What follows belongs to an exercise in optimizing a design on an open flow for small area, a short achievable clock period and few clock cycles per item; a production flow would make more cautious choices. The RTL was checked by simulation tests, not by an equivalence proof against the original design. Power is estimated from default activity; no workload was simulated.

## pe_core_v3
module pe_core_v3 (
    input clk,
    input rst_n,
    input [31:0] opcode,
    input [31:0] op1,
    input [31:0] op2,
    input [31:0] op3,
    input valid_in,
    output reg [31:0] result_out,
    output reg result_valid
);
    reg        v0;
    reg [11:0] op0;
    reg [31:0] a0, b0, c0;
    always @(posedge clk or negedge rst_n)
        if (!rst_n) v0 <= 1'b0;
        else        v0 <= valid_in;
    always @(posedge clk) begin
        op0 <= opcode[31:20];
        a0  <= op1;
        b0  <= op2;
        c0  <= op3;
    end
    wire [6:0] cls = op0[11:5];
    wire [4:0] fn  = op0[4:0];
    wire c_ar  = (cls == 7'b0000001);
    wire c_fp  = (cls == 7'b0000010);
    wire c_cmp = (cls == 7'b0010000);
    wire vld1  = v0 & (c_ar | c_fp | c_cmp);
    wire isdiv1 = c_ar & (fn == 5'b00100);
    wire f_add = c_ar & (fn == 5'b00001);
    wire f_sub = c_ar & (fn == 5'b00010);
    wire f_mul = c_ar & (fn == 5'b00011);
    wire f_mad = (c_ar & ((fn == 5'b00101) | (fn == 5'b00110))) | (c_fp & (fn == 5'b00001));
    wire f_and = c_ar & (fn == 5'b01001);
    wire f_or  = c_ar & (fn == 5'b01010);
    wire f_xor = c_ar & (fn == 5'b01011);
    wire f_shl = c_ar & (fn == 5'b01100);
    wire f_shr = c_ar & (fn == 5'b01101);
    wire f_relu = c_fp & (fn == 5'b01011);
    wire f_abs = c_fp & (fn == 5'b01101);
    wire f_neg = c_fp & (fn == 5'b01110);
    wire f_min = c_fp & (fn == 5'b10000);
    wire f_max = c_fp & (fn == 5'b10001);
    wire f_eq = c_cmp & (fn == 5'b00001);
    wire f_ne = c_cmp & (fn == 5'b00010);
    wire f_lt = c_cmp & (fn == 5'b00011);
  ...
==> flow/config.mk <==
export PLATFORM = sky130hd
export DESIGN_NAME = pe_core_v3
export DESIGN_NICKNAME = pe_core_v3
export VERILOG_FILES = /design/flow/design.v
export SDC_FILE = /design/flow/constraint.sdc
export NUM_CORES = 4
export LEC_CHECK = 0
export CAP_MARGIN = 35
export CORE_MARGIN = 2
export CORE_UTILIZATION = 55
export SLEW_MARGIN = 35
==> flow/constraint.sdc <==
create_clock -name core_clock -period 65.0 [get_ports {clk}]
set_input_delay 13.0000 -clock core_clock [delete_from_list [all_inputs] [get_ports {clk}]]
set_output_delay 13.0000 -clock core_clock [all_outputs]
set_load 0.01 [all_outputs]
standard.sh (not shown) runs the stock make flow with config.mk's settings and CLKGATE_MAP_FILE= SYNTH_SCRIPT=/design/flow/synth_recipe.tcl, a recipe that flattens the netlist after the stock synthesis.
==> flow/flow/run.sh <==
#!/bin/bash
# Own flow: the standard layout (standard.sh), with plain buf_2 cells as the port buffers
# in place of the default delay buffer. Everything else is the standard flow.
set -euo pipefail
bash standard.sh "BUFFER_PORTS_ARGS=-buffer_cell sky130_fd_sc_hd__buf_2" finish > standard_flow.log 2>&1
Testbench counts at the start, summed over its fixed seeds: cycles 160,062, items 160,000.
Rerun with:
==> flow/run.sh (new file) <==
#!/bin/bash
# synth_recipe.tcl (not shown) runs the flow's synth.tcl, then flattens the netlist and writes it again
# the make line also repeats each setting of config.mk as NAME=value (left out here)
make -C /OpenROAD-flow-scripts/flow DESIGN_CONFIG=/design/flow/config.mk WORK_HOME=/design/flow/orfs CLKGATE_MAP_FILE= SYNTH_SCRIPT=/design/flow/synth_recipe.tcl finish
- CORE_UTILIZATION: 55 -> 70
- CTS_BUF_LIST: default -> sky130_fd_sc_hd__clkbuf_8
removed: flow/flow/run.sh
removed: flow/standard.sh
After rerunning: Utilization is higher by 16 points; setup slack got worse by 0.53 ns; area after synthesis is unchanged; die area is lower by 21%; via count is higher by 4.0%; count of clock-buffer cells in the layout is higher by 44; power is lower by 1.3%; cell area stays flat; routed wire length is lower by 0.80%.
Rerun with:
- CORE_UTILIZATION: 70 -> 55
- CTS_BUF_LIST: sky130_fd_sc_hd__clkbuf_8 -> default
After rerunning:
- The new run finished clean
- first-iteration DRC count goes down by about 12%
- total power grows by about 3.4%
- setup slack gets better by 0.15 ns
- global-route usage came out lower by 8.2 points
- count of clock-buffer cells in the layout went down by 41
- via count goes down by 3.8%
Rerun with:
- CTS_BUF_LIST: default -> sky130_fd_sc_hd__clkbuf_4
What happened:
- final cell count rose by about 2.6%
- total power fell by 4.9%
- non-clock buffer count does not change
- fmax fell by about 3%
- routed wire length rose by 0.48%
- worst setup slack got worse by 0.45 ns
- register-to-register slack improved by 0.06 ns
- sequential share of layout area is about the same
- global-route usage rose by 0.28 points

Another version of the RTL of pe_core_v3 (not shown whole).
Size: about 6,000 cells after synthesis, ~160 I/O pins.
==> flow/config.mk <==
export PLATFORM = sky130hd
export DESIGN_NAME = pe_core_v3
export DESIGN_NICKNAME = pe_core_v3
export VERILOG_FILES = /design/flow/design.v
export SDC_FILE = /design/flow/constraint.sdc
export NUM_CORES = 4
export LEC_CHECK = 0
export CAP_MARGIN = 35
export CORE_MARGIN = 2
export CORE_UTILIZATION = 55
export CTS_CLUSTER_DIAMETER = 200
export CTS_CLUSTER_SIZE = 22
export SLEW_MARGIN = 35
==> flow/constraint.sdc <==
create_clock -name core_clock -period 65.0 [get_ports {clk}]
set_input_delay 13.0000 -clock core_clock [delete_from_list [all_inputs] [get_ports {clk}]]
set_output_delay 13.0000 -clock core_clock [all_outputs]
set_load 0.01 [all_outputs]
==> flow/flow/run.sh <==
#!/bin/bash
set -euo pipefail
bash standard.sh "BUFFER_PORTS_ARGS=-buffer_cell sky130_fd_sc_hd__buf_2" \
  "SETUP_SLACK_MARGIN=50.9" finish > standard_flow.log 2>&1
Testbench counts at the start, summed over its fixed seeds: cycles 160,054, items 160,000.
Rerun with:
Settings changed: CTS_CLUSTER_DIAMETER 200 to 160, CTS_CLUSTER_SIZE 22 to 26.
Effect: The new run completed without violations; maximum frequency goes down slightly; global-route usage goes down by 0.24 points; cell count is about the same; worst hold slack improves by 0.012 ns.
Rerun with:
Settings changed: ABC_AREA from default to 1, CTS_CLUSTER_DIAMETER 160 to 200, CTS_CLUSTER_SIZE 26 to 22.
The changed run completed with no timing, DRC or antenna violations.
Core utilization falls by 0.25 points.
Total power goes down by 53%.
Clock-buffer cell count grows by 7.
Routed wire length rose by 9.4%.
Worst setup slack gains 0.086 ns.
Flip-flop and latch count stays the same.
Synthesized area rises by 1.6%.
Combinational power decreases by 80%.

xenon:
Starting RTL as in the previous note.
## pe_core_v3
module pe_core_v3 (
    input clk,
    input rst_n,
    input [31:0] opcode,
    input [31:0] op1,
    input [31:0] op2,
    input [31:0] op3,
    input valid_in,
    output reg [31:0] result_out,
    output reg result_valid
);
==> flow/config.mk <==
export PLATFORM = sky130hd
export DESIGN_NAME = pe_core_v3
export DESIGN_NICKNAME = pe_core_v3
export VERILOG_FILES = /design/flow/design.v
export SDC_FILE = /design/flow/constraint.sdc
export NUM_CORES = 4
export LEC_CHECK = 0
export CAP_MARGIN = 35
export CORE_MARGIN = 2
export CORE_UTILIZATION = 55
export CTS_CLUSTER_DIAMETER = 120
export CTS_CLUSTER_SIZE = 30
export SLEW_MARGIN = 35
==> flow/constraint.sdc <==
create_clock -name core_clock -period 65.0 [get_ports {clk}]
set_input_delay 13.0000 -clock core_clock [delete_from_list [all_inputs] [get_ports {clk}]]
set_output_delay 13.0000 -clock core_clock [all_outputs]
set_load 0.01 [all_outputs]
Scripts as last shown in full above: flow/flow/run.sh
xenon has completed all stages; timing, DRC and antenna checks passed.
Testbench counts of xenon, summed over its fixed seeds: cycles 160,054, items 160,000.
#### Input delta (tundra over xenon)
- CTS_CLUSTER_SIZE no longer set, was 30
- CTS_CLUSTER_DIAMETER no longer set, was 120
Results
As far as final antenna-violating net count goes, xenon and tundra are indistinguishable; the numbers are identical.
Portion of the layout cell area used by clock cells: xenon and tundra compared, higher one is tundra
When tundra is set beside xenon, its via count turns out to be 399 larger.
On met1 global-route usage, xenon and tundra are neck and neck.
tundra reports a lower sequential share of layout area than xenon does.
Compared tundra vs xenon, and amount of wire on met2 after detailed routing is up in tundra.
Routed metal-1 wire length delta (xenon -> tundra): insignificant
Changes in ember relative to tundra:
- CTS_CLUSTER_SIZE newly set to 22
- CTS_CLUSTER_DIAMETER newly set to 200
- CORE_UTILIZATION changed from 55 to 65
Notes after the runs:
The final core area utilization of ember is higher than that of tundra. Total power: ember and tundra compared, higher one is tundra. | width of the die | ember vs tundra | 7.9% lower |. In the tables for ember and tundra, first-pass GRT wire length reads higher with ember. NOTE filler-free cell count of the finished design tundra->ember decreased by a few percent. Relative to tundra, detailed-route wire length on metal 1 decreased by 6.8% in ember. Clock tree buffer count of the final layout of ember falls short of that of tundra by more than half. Looking only at total placed cells including tap cells, and setting everything else aside, the higher value of ember and tundra goes to tundra. Relative to tundra, area inside the core boundary has decreased by about 16% in ember. In the flow results for ember and tundra, the part of the total power dissipated in sequential elements is smaller on tundra. Comparing ember and tundra, wire length is higher on ember.
diff inputs: ember => onyx
- swapping 65 for 55 in CORE_UTILIZATION
==> flow/flow/run.sh <==
#!/bin/bash
set -euo pipefail
bash standard.sh "BUFFER_PORTS_ARGS=-buffer_cell sky130_fd_sc_hd__buf_2" \
  "SETUP_SLACK_MARGIN=50.75" finish > standard_flow.log 2>&1
==> notes.md <==
onyx against ember: number of non-clock buffers in the layout moved down; share of the core filled with cells shrank by 11 points; flip-flop and latch count now sits at about the same level; met1 track demand over resource in global routing went down. Both conditions hold for onyx: the flow ran to the end and the final layout passed the timing, design-rule and antenna checks. Routed wire length ended up 1.6% lower on onyx than on ember.
## Diff of input files: violet against onyx
- CTS_BUF_LIST now sky130_fd_sc_hd__clkbuf_16 sky130_fd_sc_hd__clkbuf_8 sky130_fd_sc_hd__clkbuf_4, previously not set
==> flow/flow/run.sh <==
#!/bin/bash
set -euo pipefail
bash standard.sh "BUFFER_PORTS_ARGS=-buffer_cell sky130_fd_sc_hd__buf_2" \
  "SETUP_SLACK_MARGIN=50.9" finish > standard_flow.log 2>&1
Results
- As far as number of flops mapped to enable cells by yosys goes, onyx and violet are indistinguishable; the numbers are identical.
- On hold slack, violet tracks onyx almost exactly.
- All of onyx and violet finish clean.
- onyx and violet ended up with nearly the same wire length.
- For combinational share of power, onyx and violet come out practically identical.

[static timing again, ports no longer ideal]
No port has a modelled driver above. Below, the same layouts with a new extraction and two added sets of constraints.
Step 1, drivers: a clkbuf_16 drives clk and a buf_2 each remaining input, both assumed.
Step 2 times the ports against the registers' clock, not the clock port: input delays grow and output delays shrink by t, the midpoint of the rising clock arrivals with the driver on.
a / b / c = ideal / step 1 / step 2; a / b = the first two.
| run | t, ns | setup WS [ns] | slew at the worst register clock pin (ns) |
|---|---|---|---|
| the first run of note 1 | 0.736 | 50.846 / 50.766 / 51.501 | 0.09 / 0.09 |
| the second run of note 1 | 0.889 | 50.317 / 50.246 / 51.134 | 0.08 / 0.08 |
| the third run of note 1 | 0.738 | 50.466 / 50.384 / 51.122 | 0.07 / 0.07 |
| the fourth run of note 1 | 1.193 | 50.011 / 49.934 / 51.128 | 0.09 / 0.09 |
| the first run of note 2 | 0.707 | 50.895 / 50.817 / 51.524 | 0.11 / 0.11 |
| the second run of note 2 | 0.728 | 50.819 / 50.742 / 51.469 | 0.12 / 0.12 |
| the third run of note 2 | 0.684 | 50.904 / 50.830 / 51.515 | 0.11 / 0.11 |
| xenon | 0.738 | 50.832 / 50.757 / 51.494 | 0.11 / 0.11 |
| tundra | 0.720 | 50.855 / 50.780 / 51.500 | 0.08 / 0.08 |
| ember | 0.674 | 50.846 / 50.774 / 51.449 | 0.10 / 0.10 |
| onyx | 0.706 | 50.892 / 50.814 / 51.459 | 0.11 / 0.11 |
| violet | 0.707 | 50.895 / 50.817 / 51.524 | 0.11 / 0.11 |
After both steps setup and hold are still met in every run listed.
